This design comes from an exercise in tuning for small area and a short achievable clock period on the open sky130 flow, not from production work. The RTL was checked by simulation tests, not by an equivalence proof against the original design. Power figures rest on the tool's default switching activity, not on a simulated workload.

## flow/design.v

```verilog
module add_bk #(parameter N = 32, parameter L = 5) (
  input  [N-1:0] a, b,
  input          cin,
  output [N-1:0] s,
  output         cout,
  output [N-1:0] p, g
);
  assign p = a ^ b;
  assign g = a & b;
  wire [N-1:0] G [0:2*L-1];
  wire [N-1:0] P [0:2*L-1];
  assign G[0] = {g[N-1:1], g[0] | (p[0] & cin)};
  assign P[0] = p;
  genvar st, i;
  generate
    for (st = 1; st < 2*L; st = st + 1) begin : g_st
      for (i = 0; i < N; i = i + 1) begin : g_i
        localparam integer l  = (st <= L) ? st - 1 : 2*L - 1 - st;
        localparam integer d  = 1 << l;
        localparam integer ok = (st <= L) ? (((i + 1) % (2*d)) == 0)
                                          : ((i >= 3*d - 1) && (((i + 1 - d) % (2*d)) == 0));
        if (ok && i - d >= 0) begin : g_c
          assign G[st][i] = G[st-1][i] | (P[st-1][i] & G[st-1][i-d]);
          assign P[st][i] = P[st-1][i] & P[st-1][i-d];
        end else begin : g_p
          assign G[st][i] = G[st-1][i];
          assign P[st][i] = P[st-1][i];
        end
      end
    end
  endgenerate
  assign s    = p ^ {G[2*L-1][N-2:0], cin};
  assign cout = G[2*L-1][N-1];
endmodule
module agu (
  input  [31:0] r,
  input  [11:0] m,
  output [31:0] y
);
  wire [11:0] lo;
  wire        c12;
  wire [11:0] pl, gl;
  add_bk #(12, 4) lo_add (.a(r[11:0]), .b(m), .cin(1'b0), .s(lo), .cout(c12), .p(pl), .g(gl));
  wire sg = m[11];
  genvar i;
  generate
    for (i = 12; i < 32; i = i + 1) begin : g_hi
      wire all1 = (i == 12) ? 1'b1 : &r[(i > 12 ? i - 1 : 12):12];
      wire all0 = (i == 12) ? 1'b1 : ~|r[(i > 12 ? i - 1 : 12):12];
      assign y[i] = r[i] ^ (c12 ? (~sg & all1) : (sg & all0));
    end
  endgenerate
  assign y[11:0] = lo;
endmodule
module mx2n (input a, input b, input s, input sn, output y);
  assign y = ~((a | s) & (b | sn));
endmodule
module shr32 (
  input  [31:0] a,
  input  [4:0]  sh,
  input         left,
  input         fill,
  output [31:0] y
);
  wire [31:0] x [0:5];
  wire [4:0] shn = ~sh;
  wire leftn = ~left;
  wire filln = ~fill;
  genvar i, k;
  generate
    for (i = 0; i < 32; i = i + 1) begin : g_rev
      mx2n m (.a(a[i]), .b(a[31-i]), .s(left), .sn(leftn), .y(x[0][i]));
    end
    for (k = 0; k < 5; k = k + 1) begin : g_st
      for (i = 0; i < 32; i = i + 1) begin : g_i
        if (i + (1 << k) < 32) begin : g_m
          mx2n m (.a(x[k][i]), .b(x[k][i + (1 << k)]), .s(sh[k]), .sn(shn[k]), .y(x[k+1][i]));
        end else begin : g_f
          mx2n m (.a(x[k][i]), .b((k % 2 == 0) ? filln : fill), .s(sh[k]), .sn(shn[k]), .y(x[k+1][i]));
        end
      end
    end
  endgenerate
  assign y = x[5];
endmodule
module rf_hold (input q, input d, input w, input wn, output y);
  assign y = (q & wn) | (d & w);
endmodule
module rf_aoi3 (input a, input sa, input b, input sb, input c, input sc, output y);
  assign y = ~((a & sa) | (b & sb) | (c & sc));
endmodule
module regfile (
  input             clk,
  input             we,
  input      [4:0]  rs1, rs2, rd,
  input      [31:0] rd_data,
  output     [31:0] rs1_data, rs2_data
);
  wire [31:0] q [0:31];
  wire [31:0] s1, s2;
  assign q[0] = 32'b0;
  genvar r, k, j;
  generate
    for (r = 0; r < 32; r = r + 1) begin : g_dec
      assign s1[r] = (rs1 == r);
      assign s2[r] = (rs2 == r);
    end
    for (r = 1; r < 32; r = r + 1) begin : g_r
      reg  [31:0] x;
      wire [31:0] d;
      wire        w  = we & (rd == r);
      wire        wn = ~w;
      for (k = 0; k < 32; k = k + 1) begin : g_b
        rf_hold h (.q(x[k]), .d(rd_data[k]), .w(w), .wn(wn), .y(d[k]));
      end
      always @(posedge clk) x <= d;
      assign q[r] = x;
    end
    for (k = 0; k < 32; k = k + 1) begin : g_col
      wire [10:0] a1, a2;
      for (j = 0; j < 10; j = j + 1) begin : g_t
        rf_aoi3 t1 (.a(q[3*j+1][k]), .sa(s1[3*j+1]), .b(q[3*j+2][k]), .sb(s1[3*j+2]),
                    .c(q[3*j+3][k]), .sc(s1[3*j+3]), .y(a1[j]));
        rf_aoi3 t2 (.a(q[3*j+1][k]), .sa(s2[3*j+1]), .b(q[3*j+2][k]), .sb(s2[3*j+2]),
                    .c(q[3*j+3][k]), .sc(s2[3*j+3]), .y(a2[j]));
      end
      assign a1[10] = ~(q[31][k] & s1[31]);
      assign a2[10] = ~(q[31][k] & s2[31]);
      assign rs1_data[k] = ~&a1;
      assign rs2_data[k] = ~&a2;
    end
  endgenerate
endmodule
module rv32i_cpu (
  input             clk,
  input             rst,
  output     [31:0] pc,
  input      [31:0] inst,
  output            MemWen,
  output     [31:0] MemAddr,
  output     [31:0] MemWdata,
  input      [31:0] MemRdata
);
  wire b6 = inst[6], b5 = inst[5], b4 = inst[4], b3 = inst[3], b2 = inst[2];
  wire [2:0] f3 = inst[14:12];
  wire is_store  = ~b6 &  b5 & ~b4;
  wire is_load   = ~b6 & ~b5 & ~b4;
  wire is_branch =  b6 & ~b2;
  wire is_jalr   =  b6 & ~b3 & b2;
  wire is_jal    =  b6 &  b3;
  wire is_lui    = ~b6 &  b5 & b4 &  b2;
  wire is_auipc  = ~b6 & ~b5 & b4 &  b2;
  wire is_alu    = ~b6 & b4 & ~b2;           
  wire regwrite  = ~(is_store | is_branch);
  wire [31:0] immI = {{20{inst[31]}}, inst[31:20]};
  wire [31:0] immB = {{20{inst[31]}}, inst[7], inst[30:25], inst[11:8], 1'b0};
  wire [31:0] immJ = {{12{inst[31]}}, inst[19:12], inst[20], inst[30:21], 1'b0};
  wire [31:0] immU = {inst[31:12], 12'b0};
  wire [31:0] rs1v, rs2v;
  reg  [31:0] rd_data;
  regfile rf (
    .clk(clk), .we(regwrite), .rs1(inst[19:15]), .rs2(inst[24:20]), .rd(inst[11:7]),
    .rd_data(rd_data), .rs1_data(rs1v), .rs2_data(rs2v)
  );
  wire [31:0] agu_y;
  agu agu_i (.r(rs1v), .m({inst[31:25], is_store ? inst[11:7] : inst[24:20]}), .y(agu_y));
  assign MemAddr  = agu_y;
  assign MemWdata = rs2v;
  assign MemWen   = is_store;
  wire [31:0] op2 = b5 ? rs2v : immI;
  wire sub = is_branch | (f3[2:1] == 2'b01) | (b5 & inst[30] & (f3 == 3'b000));
  wire [31:0] sum, p, g;
  wire cout;
  add_bk #(32, 5) alu_add (.a(rs1v), .b(op2 ^ {32{sub}}), .cin(sub), .s(sum), .cout(cout), .p(p), .g(g));
  wire ltu = ~cout;
  wire lt  = (rs1v[31] ^ op2[31]) ? rs1v[31] : ltu;
  wire eq  = &p;
  wire cond = f3[2] ? (f3[1] ? ltu : lt) : eq;
  wire taken = cond ^ f3[0];
  wire [31:0] shr;
  shr32 sh_i (.a(rs1v), .sh(op2[4:0]), .left(~f3[2]), .fill(inst[30] & rs1v[31]), .y(shr));
  wire [31:0] shl;
  genvar gi;
  generate for (gi = 0; gi < 32; gi = gi + 1) begin : g_shl
    assign shl[gi] = shr[31-gi];
  end endgenerate
  wire [31:0] logic_r = (p & {32{~(f3[1] & f3[0])}}) | (g & {32{f3[1]}});
  wire [31:0] tgt, tp, tg;
  wire tc;
  add_bk #(32, 5) pc_add (.a(pc), .b(b6 ? (b3 ? immJ : immB) : immU), .cin(1'b0), .s(tgt), .cout(tc), .p(tp), .g(tg));
  wire [31:0] pc4 = {pc[31:2] + 30'd1, pc[1:0]};
  wire s_sum   = is_alu & (f3 == 3'b000);
  wire s_sll   = is_alu & (f3 == 3'b001);
  wire s_slt   = is_alu & (f3 == 3'b010);
  wire s_sltu  = is_alu & (f3 == 3'b011);
  wire s_logic = is_alu & f3[2] & (f3[1] | ~f3[0]);
  wire s_shr   = is_alu & (f3 == 3'b101);
  always @* begin
    rd_data = ({32{s_sum}}    & sum)
            | ({32{s_sll}}    & shl)
            | ({32{s_slt}}    & {31'b0, lt})
            | ({32{s_sltu}}   & {31'b0, ltu})
            | ({32{s_logic}}  & logic_r)
            | ({32{s_shr}}    & shr)
            | ({32{is_load}}  & MemRdata)
            | ({32{b6}}       & pc4)
            | ({32{is_lui}}   & immU)
            | ({32{is_auipc}} & tgt);
  end
  reg [31:1] pcr;
  assign pc = {pcr, 1'b0};
  always @(posedge clk or posedge rst) begin
    if (rst)                               pcr <= 31'b0;
    else if (is_jalr)                      pcr <= agu_y[31:1];
    else if (is_jal | (is_branch & taken)) pcr <= tgt[31:1];
    else                                   pcr <= pc4[31:1];
  end
endmodule
```

## flow/flow/run.sh

```bash
#!/bin/bash
# Own layout flow: the standard flow (standard.sh), with
#  - the standard synthesis run on its own first, unchanged;
#  - port buffers of a normal buffer cell instead of the default delay cell;
#  - clock tree synthesis without dummy loads;
#  - a larger setup margin for the timing repair steps.
# Each step's full output goes to a log file in this folder; ORFS's own logs are under orfs/logs.
set -euo pipefail
cd "$(dirname "$0")/.."
bash standard.sh synth > flow_synth.log 2>&1
bash standard.sh \
  "BUFFER_PORTS_ARGS=-buffer_cell sky130_fd_sc_hd__buf_2" \
  "CTS_ARGS=-sink_clustering_enable -repair_clock_nets -dont_use_dummy_load" \
  finish > flow_finish.log 2>&1
```

## flow/standard.sh

```bash
#!/bin/bash
# synth_recipe.tcl (not shown) runs the flow's synth.tcl, then flattens the netlist and writes it again
# the make line also repeats each setting of config.mk as NAME=value (left out here)
make -C /OpenROAD-flow-scripts/flow DESIGN_CONFIG=/design/flow/config.mk WORK_HOME=/design/flow/orfs CLKGATE_MAP_FILE= SYNTH_SCRIPT=/design/flow/synth_recipe.tcl "${@:-finish}"
```

## flow/config.mk

```make
export PLATFORM = sky130hd
export DESIGN_NAME = rv32i_cpu
export DESIGN_NICKNAME = rv32i_cpu
export VERILOG_FILES = /design/flow/design.v
export SDC_FILE = /design/flow/constraint.sdc
export NUM_CORES = 8
export LEC_CHECK = 0
export CAP_MARGIN = 20
export CORE_MARGIN = 2
export CORE_UTILIZATION = 40
export PLACE_DENSITY = 0.6
export SLEW_MARGIN = 20
export SYNTH_HIERARCHICAL = 1
```

## flow/constraint.sdc

```tcl
create_clock -name core_clock -period 19.5 [get_ports {clk}]
set_input_delay 3.9000 -clock core_clock [delete_from_list [all_inputs] [get_ports {clk}]]
set_output_delay 3.9000 -clock core_clock [all_outputs]
set_load 0.01 [all_outputs]
```

==> results of run 1 <==
==> placed cells by master, fill, tap and decap left out, types with 7 or more instances in the layout <==
master and instances:
a2111o_1 64, a21boi_0 16, a21o_1 16, a21oi_1 62, a221oi_1 18, a222oi_1 677, a22o_1 993, a22oi_1 42
a31oi_1 9, and3_1 10, and4_1 8, buf_2 159, buf_4 161, clkbuf_16 106, dfrtp_1 31, dfxtp_1 992
fa_1 41, ha_1 72, inv_1 91, mux2i_1 14, nand2_1 230, nand2_2 16, nand2b_1 13, nand3_1 35
nand4_1 153, nor2_1 87, nor2_2 17, nor2_4 82, nor2b_1 7, nor3_1 12, nor3_2 8, o21a_1 8
o21ai_0 82, o21ai_1 26, o21ai_2 7, o22ai_1 192, xnor2_1 61, xor2_1 55
==> power breakdown <==
part / internal [uW] / switching [uW] / total [uW]
logic: 1160 / 1730 / 2880
clock network: 945 / 814 / 1760
registers: 2830 / 630 / 3460
total: 4930 / 3170 / 8100
==> layout make-up <==
| cell class | count | area [um2] |
|---|---|---|
| Fill cell | 11100 | 63500 |
| Timing Repair Buffer | 324 | 2090 |
| Clock buffer | 106 | 2650 |
| Antenna cell | 2 | 5.00 |
| Multi-Input combinational cell | 3229 | 26800 |
| Inverter | 93 | 349 |
| Sequential cell | 1023 | 20600 |
| Tap cell | 1536 | 1920 |
==> worst max-delay path by stage <==
stage / startpoint / to
finish: inst[16] / MemAddr[31]
global route: inst[16] / MemAddr[29]
CTS: inst[16] / MemAddr[31]
detailed placement: inst[16] / MemAddr[31]
global placement: inst[16] / MemAddr[31]
floorplan: inst[17] / MemAddr[28]
==> metal layers <==
metal	wire length (um)	vias up	global-route usage
met5	126	-	0
met4	18300	18	0.249
met3	34900	791	0.134
met2	100000	4125	0.553
met1	89900	24200	0.477
li1	-	20200	-
==> sequential cells by signal, indices dropped and copies added (netlist names) <==
register and cells:
rf.g_r.x 992, pcr 31
==> metrics by stage <==
stage	utilization	cell area [um2]	power, uW
2_1_floorplan	-	47500	5090
3_3_place_gp	0.438	51700	6160
3_5_place_dp	0.439	51800	6210
4_1_cts	0.461	54400	7950
5_1_grt	0.462	54400	8370
6_report	0.462	54500	8100
==> worst max-delay path: stages <==
cell      delay, ps
buf_2           300
nand2b_1        780
nor2_4            0
buf_4           320
a222oi_1        460
nand4_1         380
a2111o_1        660
inv_1           160
fa_1            180
inv_1            50
fa_1            420
a211oi_2        300
nor3_2          100
o211ai_2        180
a311oi_2        240
or4b_1          790
nor4_4          560
a32oi_1         160
xnor2_1         400
buf_2           220
==> impl_metrics.py, run 1 <==
metrics = {
    "status": {
        "status": "finished clean",
    },
    "floorplan": {
        "start_util": 0.403,
        "dieWidth_um": 349,
        "die-area_um2": 122000,
        "core_area_um2": 118000,
        "boundaryPins": 163,
        "rows": 126,
        "dieHeight_um": 349,
    },
    "global_route": {
        "grt_pass1_wl_mm": 340,
        "antenna_found_initial": 13,
        "grt_pass1_vias": 46200,
        "grt_max_degree": 43,
        "grt_overflow": 0,
        "grt.total_usage": 0.381,
    },
    "setup_path": {
        "r2r_start": "rf.g_r[28].x[0]$_DFF_P_",
        "rrSetupSlack_ps": 12600,
        "cp.required_ps": 15600,
        "worst_r2r_endpoint": "pcr[20]$_DFF_PP0_",
        "critical_path.max_fanout": 32,
        "cp-end-kind": "primary output",
        "crit_path_start_kind": "primary input",
        "ff2ff_path_depth": 22,
        "criticalPathCategory": "primary input to primary output",
        "cp.arrival_ps": 10620,
    },
    "min_path": {
        "min_to": "rf.g_r[2].x[21]$_DFF_P_",
        "holdCritPathClass": "flip-flop to flip-flop",
        "min_path_cells": 1,
        "holdCritStartpoint": "rf.g_r[2].x[21]$_DFF_P_",
    },
    "pwr": {
        "p_leak_uw": 0.0209,
        "powerDensity_nw_per_um2": 149,
        "ir_worst_vdd_mv": 0.0886,
    },
    "clocking": {
        "clkSinkCount": 1023,
        "numCtsBuffers": 106,
        "root_buffer": "clkbuf_16",
        "post_cts_resized": 0,
        "cts_tree": "yes",
        "post_cts_buffers": 0,
        "holdBufCountCts": 0,
        "clock_latency_ps": 740,
        "cts_buffer_depth": 3,
        "cts.clk_slew.worst_paths_ps": 60,
        "htreeDepth": 3,
    },
    "timing": {
        "finalMaxSlewViolations": 0,
        "period_needed_ps": 14520,
        "tightest_slew_ps": 1250,
        "fmax_ghz": 0.0689,
        "clock_skew_ps": 101,
        "setup_ws_ps": 4980,
        "rsz0062_at_grt": "false",
        "setup_violations": 0,
        "tns_ps": 0,
        "hold_viol": 0,
        "post-route-period-util": 0.744,
        "slew_headroom": 0.162,
        "fin_hold_ws_ps": 511,
    },
    "placed_design": {
        "portBuffers": 159,
        "hpwlAfterDp_mm": 151,
        "place_ws_ps": 5230,
        "globalplace.congestion": 1.02,
        "placedCellCount": 6204,
    },
    "synthesis": {
        "avgSynthCellArea_um2": 10.7,
        "ys_warn_count": 11,
        "syn_inst": 4428,
        "syn-cell-area_um2": 47500,
    },
    "drt": {
        "wl_mm": 243,
        "drc": 0,
        "detail_route.vias_per_cell": 7.82,
        "dr.pass1.iters": 14,
        "ant_nets": 0,
        "dr.first_iter.drc_count": 11500,
        "routed_wire_length_per_instance_um": 38.5,
        "dr_total_vias": 49400,
    },
    "final_layout": {
        "nets": 4956,
        "area.growth.synth_to_final_pct": 14.6,
        "final_layout_size_suffix_gt1_frac": 0.125,
        "stdcell_count": 6313,
    },
    "job": {
        "drv_cap": 0,
    },
}
==> inputs of run 2 (changes only) <==
==> flow/run.sh (new file) <==
#!/bin/bash
# synth_recipe.tcl (not shown) runs the flow's synth.tcl, then flattens the netlist and writes it again
# the make line also repeats each setting of config.mk as NAME=value (left out here)
make -C /OpenROAD-flow-scripts/flow DESIGN_CONFIG=/design/flow/config.mk WORK_HOME=/design/flow/orfs CLKGATE_MAP_FILE= SYNTH_SCRIPT=/design/flow/synth_recipe.tcl finish
removed: flow/flow/run.sh
removed: flow/standard.sh
==> run 2 against run 1 <==
Synthesized area is the same. Total power grew 6.2%. Combinational power grew 3%. Utilization grew 1.7 points. Cell area grew 3.6%. Routed wire length grew 0.36%. Clock power grew 24%. First-iteration DRC count shrank 0.12%. Maximum frequency shrank 6.6%. Highest routed layer unchanged.
==> impl_metrics.py, run 2 <==
metrics = {
    "status": {
        "status": "finished clean",
    },
    "pwr": {
        "power.net_switching_uw": 3260,
        "p_leak_uw": 0.0214,
        "p_clk_frac": 0.255,
        "p_total_uw": 8610,
        "p_seq_frac": 0.401,
        "p_int_uw": 5340,
        "combPwrFrac": 0.344,
        "ir_worst_vdd_mv": 0.0880,
        "powerDensity_nw_per_um2": 153,
        "netSwitchingFraction": 0.379,
    },
    "setup_path": {
        "rrSetupSlack_ps": 12860,
        "critical_path.max_fanout": 32,
        "crit_path_start": "inst[16]",
        "worst_r2r_endpoint": "pcr[20]$_DFF_PP0_",
        "cp.required_ps": 15600,
        "criticalPathCategory": "primary input to primary output",
        "crit_path_start_kind": "primary input",
        "cp.arrival_ps": 11640,
        "ff2ff_path_depth": 22,
        "r2r_start": "rf.g_r[1].x[0]$_DFF_P_",
        "cp-endpoint": "MemAddr[31]",
        "cp-end-kind": "primary output",
    },
    "global_route": {
        "grt.total_usage": 0.380,
        "grt_pass1_vias": 46300,
        "grt_overflow": 0,
        "grt.met3_usage": 0.124,
        "busiest_layer": "met2",
        "use_met1": 0.468,
        "grt_max_degree": 47,
        "use_met2": 0.554,
        "grt_pass1_wl_mm": 339,
        "antenna_found_initial": 9,
    },
    "clocking": {
        "cts_tree": "yes",
        "clock_latency_ps": 740,
        "clkSinkCount": 1023,
        "htreeDepth": 3,
        "post_cts_resized": 0,
        "cts.clk_slew.worst_paths_ps": 60,
        "cts_buffer_depth": 3,
        "numCtsBuffers": 106,
        "post_cts_buffers": 0,
        "root_buffer": "clkbuf_16",
        "holdBufCountCts": 0,
    },
    "timing": {
        "tns_ps": 0,
        "period_needed_ps": 15540,
        "fmax_ghz": 0.0643,
        "setup_violations": 0,
        "clock_skew_ps": 46.9,
        "slew_headroom": 0.140,
        "rsz0062_at_grt": "false",
        "fin_hold_ws_ps": 513,
        "finalMaxSlewViolations": 0,
        "tightest_slew_ps": 1290,
        "post-route-period-util": 0.797,
        "hold_viol": 0,
        "setup_ws_ps": 3960,
    },
    "final_layout": {
        "final_layout_size_suffix_gt1_frac": 0.108,
        "fillers": 10900,
        "area.growth.synth_to_final_pct": 18.8,
        "final_common_cell": "a22o_1",
        "reg_top3": "rf.g_r.x (992), pcr (31)",
        "regMostFlops": "rf.g_r.x",
        "nets": 4960,
        "final_cell_mix": "a22o_1, dfxtp_1, a222oi_1",
        "largest_reg_flops": 992,
        "stdcell_area_um2": 56400,
    },
    "floorplan": {
        "dieHeight_um": 349,
        "boundaryPins": 163,
        "start_util": 0.403,
        "rows": 126,
        "core_area_um2": 118000,
        "dieWidth_um": 349,
        "die-area_um2": 122000,
    },
    "drt": {
        "dr_total_vias": 49700,
        "ant_nets": 0,
        "detail_route.vias_per_cell": 7.76,
        "wl_mm": 244,
        "drc": 0,
        "dr.first_iter.drc_count": 11500,
        "routed_wire_length_per_instance_um": 38.1,
        "dr.pass1.iters": 13,
    },
    "synthesis": {
        "syn_inst": 4428,
        "ys_warn_count": 11,
        "avgSynthCellArea_um2": 10.7,
        "syn-cell-area_um2": 47500,
    },
    "min_path": {
        "holdCritPathClass": "flip-flop to flip-flop",
        "holdCritStartpoint": "rf.g_r[14].x[10]$_DFF_P_",
    },
    "placed_design": {
        "globalplace.congestion": 1.05,
        "place_ws_ps": 4240,
        "postPlaceCellArea_um2": 52600,
        "portBuffers": 159,
        "hpwlAfterDp_mm": 150,
    },
    "job": {
        "drv_cap": 0,
    },
}
run 2: worst min-delay path by stage:
stage,end,slack [ps],cells past startpoint
floorplan,rf.g_r[10].x[0]$_DFF_P_,480,1
global placement,rf.g_r[16].x[22]$_DFF_P_,490,1
detailed placement,rf.g_r[4].x[19]$_DFF_P_,490,1
CTS,rf.g_r[23].x[16]$_DFF_P_,510,1
global route,rf.g_r[17].x[24]$_DFF_P_,520,1
finish,rf.g_r[14].x[10]$_DFF_P_,510,1
run 2: routing by layer:
metal	up-vias	part of all wire
li1	20300	-
met1	24200	0.36
met2	4307	0.42
met3	914	0.14
met4	12	0.082
met5	-	0.00031
run 2: power groups by stage:
stage / combinational [uW] / sequential [uW] / clock [uW]
global route: 3070 / 3530 / 2280
CTS: 2840 / 3420 / 2190
finish: 2960 / 3450 / 2190
floorplan: 1780 / 3310 / 0
detailed placement: 2830 / 3450 / 0
global placement: 2800 / 3430 / 0
run 2: area by class of cell:
class	instances	area, um2	share of cell area
Sequential cell	1023	20600	0.366
Clock buffer	151	3150	0.0559
Antenna cell	2	5.00	0.0000887
Inverter	93	349	0.00619
Clock inverter	47	613	0.0109
Tap cell	1536	1920	0.0341
Timing Repair Buffer	328	2970	0.0526
Multi-Input combinational cell	3229	26800	0.475
run 2: critical path, stage by stage:
cell and delay [ps]:
clkdlybuf4s50_1 890, nand2b_1 790, nor2_4 10, buf_4 330, a222oi_1 450, nand4_1 350, a2111o_1 670, inv_1 160
fa_1 180, inv_1 50, fa_1 410, a211oi_2 270, nor3_2 90, o211ai_2 180, a311oi_2 240, or4b_1 780
nor4_4 580, a32oi_1 240, xnor2_1 380, clkdlybuf4s50_1 620
run 2: stage by stage:
step,instances,utilization
4_1_cts,6405,0.478
6_report,6409,0.479
2_1_floorplan,4431,-
3_5_place_dp,6207,0.446
5_1_grt,6407,0.478
3_3_place_gp,6203,0.445

what the ideal ports hide:
The flow's constraints put no driver on any port. The routed layouts listed below were extracted and timed again, unchanged, in two steps. Step 1, drivers: a clkbuf_16 drives clk and a buf_2 each remaining input, both assumed. Step 2, shift: input delay + t, output delay - t, t = (earliest + latest rising clock arrival at the registers) / 2. This alone moves slack from input paths to output paths. Slacks: ideal / step 1 / step 2; pairs: ideal / step 1.
| run | t, ns | slack for setup (ns) | clock arrival spread, ns |
|---|---|---|---|
| run 1 | 0.770 | 4.985 / 4.964 / 4.964 | 0.101 / 0.101 |
| run 2 | 0.790 | 3.959 / 3.933 / 3.933 | 0.047 / 0.047 |
After both steps every run listed still meets setup and hold. For run 2, which loses most, drivers alone change the setup slack by -0.026 ns; drivers and shift together by -0.026 ns.
